This design comes from an exercise in tuning for small area and a short achievable clock period on the open sky130 flow, not from production work.
Only simulation tests tie the RTL to the original design; equivalence was not proved.
Power figures rest on the tool's default switching activity, not on a simulated workload.

== before ==
Design mac, start of the top module:
module mac (
    input  logic clk,
    input  logic rst,
    input  logic signed [15:0] a_in,
    input  logic signed [15:0] b_in,
    input  logic acc_clear,
    output logic acc_out_valid,
    output logic signed [34:0] acc_out
);
==> flow/config.mk <==
export PLATFORM = sky130hd
export DESIGN_NAME = mac
export DESIGN_NICKNAME = mac
export VERILOG_FILES = /design/flow/design.v
export SDC_FILE = /design/flow/constraint.sdc
export NUM_CORES = 4
export LEC_CHECK = 0
export CAP_MARGIN = 20
export CORE_MARGIN = 2
export CORE_UTILIZATION = 40
export SETUP_SLACK_MARGIN = 4.5
export SLEW_MARGIN = 60
export SYNTH_HIERARCHICAL = 1
export SYNTH_MINIMUM_KEEP_SIZE = 0
export TNS_END_PERCENT = 0
==> flow/constraint.sdc <==
create_clock -name core_clock -period 7.5 [get_ports {clk}]
set_input_delay 1.5000 -clock core_clock [delete_from_list [all_inputs] [get_ports {clk}]]
set_output_delay 1.5000 -clock core_clock [all_outputs]
set_load 0.01 [all_outputs]
standard.sh (not shown) runs the stock make flow with config.mk's settings and CLKGATE_MAP_FILE= SYNTH_SCRIPT=/design/flow/synth_recipe.tcl, a recipe that flattens the netlist after the stock synthesis.
==> flow/flow/run.sh <==
#!/bin/bash
# Standard ORFS layout (the standard.sh, standard synthesis unchanged); the only
# difference is the cell used for the port buffers that buffer_ports inserts.
set -euo pipefail
export BUFFER_PORTS_ARGS="-buffer_cell sky130_fd_sc_hd__buf_2"
bash standard.sh > standard_flow.log 2>&1
What after does differently from before at the input level:
Settings: swapping 0 for 20 in TNS_END_PERCENT; swapping 60 for 20 in SLEW_MARGIN.
--- outcome ---
- Result: PASS for each of before and after
- Changes observed in after relative to before: routed length on met3 higher, post-detailed-route wirelength per cell roughly the same.
- On clock distribution area overhead in the final layout, before and after are neck and neck.
- Of before and after, before shows the lower share of the clock period used by the worst path after layout, with after above it.
- Reported for before and after, fraction of the mapped netlist area in adder cells turned out identical to the last digit.
- Looking at before and after, the delay of the slowest critical-path stage is a wash.
- after vs before — wire length climbed by a few percent
- Comparing the two runs side by side, after comes out behind before on total power.

== oak ==
mac again, from the RTL that the note above started with.
Settings: LEC_CHECK=0, CAP_MARGIN=20, CORE_MARGIN=2, CORE_UTILIZATION=40, SETUP_SLACK_MARGIN=4.5, SLEW_MARGIN=20, SYNTH_HIERARCHICAL=1, SYNTH_MINIMUM_KEEP_SIZE=0; clock period 7.5 ns.
run.sh (not shown) runs the stock make flow with config.mk's settings and CLKGATE_MAP_FILE= SYNTH_SCRIPT=/design/flow/synth_recipe.tcl, a recipe that flattens the netlist after the stock synthesis.
Stock flow here: none of the scripts above is used.
For pine, these inputs were changed with respect to oak:
- TNS_END_PERCENT now 0, previously not set
==> flow/flow/run.sh (new file) <==
#!/bin/bash
# Standard ORFS layout (the standard.sh, standard synthesis unchanged); the only
# difference is the cell used for the port buffers that buffer_ports inserts.
set -euo pipefail
export BUFFER_PORTS_ARGS="-buffer_cell sky130_fd_sc_hd__buf_2"
bash standard.sh > standard_flow.log 2>&1
==> flow/standard.sh (new file) <==
#!/bin/bash
# synth_recipe.tcl (not shown) runs the flow's synth.tcl, then flattens the netlist and writes it again
# the make line also repeats each setting of config.mk as NAME=value (left out here)
make -C /OpenROAD-flow-scripts/flow DESIGN_CONFIG=/design/flow/config.mk WORK_HOME=/design/flow/orfs CLKGATE_MAP_FILE= SYNTH_SCRIPT=/design/flow/synth_recipe.tcl "${@:-finish}"
removed: flow/run.sh
==> summary.txt <==
- Compared with oak, pine instantiates a smaller number of cells.
- Measured against oak, the routed wire length of pine comes out at 0.917 times the reference value.
- Compared pine vs oak, and worst path buffer plus inverter count is up in pine.
Edits applied to the flow inputs when going from pine to birch:
==> flow/run.sh (new file) <==
#!/bin/bash
# synth_recipe.tcl (not shown) runs the flow's synth.tcl, then flattens the netlist and writes it again
# the make line also repeats each setting of config.mk as NAME=value (left out here)
make -C /OpenROAD-flow-scripts/flow DESIGN_CONFIG=/design/flow/config.mk WORK_HOME=/design/flow/orfs CLKGATE_MAP_FILE= SYNTH_SCRIPT=/design/flow/synth_recipe.tcl finish
removed: flow/flow/run.sh
removed: flow/standard.sh
Findings:
- Maximum fanout along the worst path: birch vs pine up 3
- birch against pine: share of synthesized flip-flops with an asynchronous set or reset roughly the same, count of plain and timing-repair buffers higher, cell count along the critical path higher, share of cell area taken by multi-input logic gates lower.
- Total power of birch is higher than that of pine.

what the ideal ports hide:
The flow's constraints put no driver on any port. The routed layouts listed below were extracted and timed again, unchanged, in two steps. Step 1, drivers: a clkbuf_16 drives clk and a buf_2 each remaining input, both assumed. Step 2 times the ports against the registers' clock, not the clock port: input delays grow and output delays shrink by t, the midpoint of the rising clock arrivals with the driver on. a / b / c = ideal ports / drivers / drivers and shift; a / b = the first two.
run	t (ns)	slack for setup (ns)	worst hold slack (ns)	worst register clock-pin slew, ns
before	0.404	3.264 / 3.243 / 3.058	0.467 / 0.467 / 0.467	0.08 / 0.08
after	0.405	3.183 / 3.183 / 3.055	0.477 / 0.477 / 0.477	0.07 / 0.07
oak	0.394	3.219 / 3.219 / 3.064	0.477 / 0.477 / 0.477	0.08 / 0.08
pine	0.404	3.232 / 3.232 / 3.077	0.471 / 0.471 / 0.471	0.07 / 0.07
birch	0.401	3.213 / 3.210 / 3.084	0.469 / 0.469 / 0.469	0.07 / 0.07
After both steps every run listed still meets setup and hold. The setup slack of before, which loses most, moves by -0.021 ns with the drivers and by -0.206 ns with both steps.
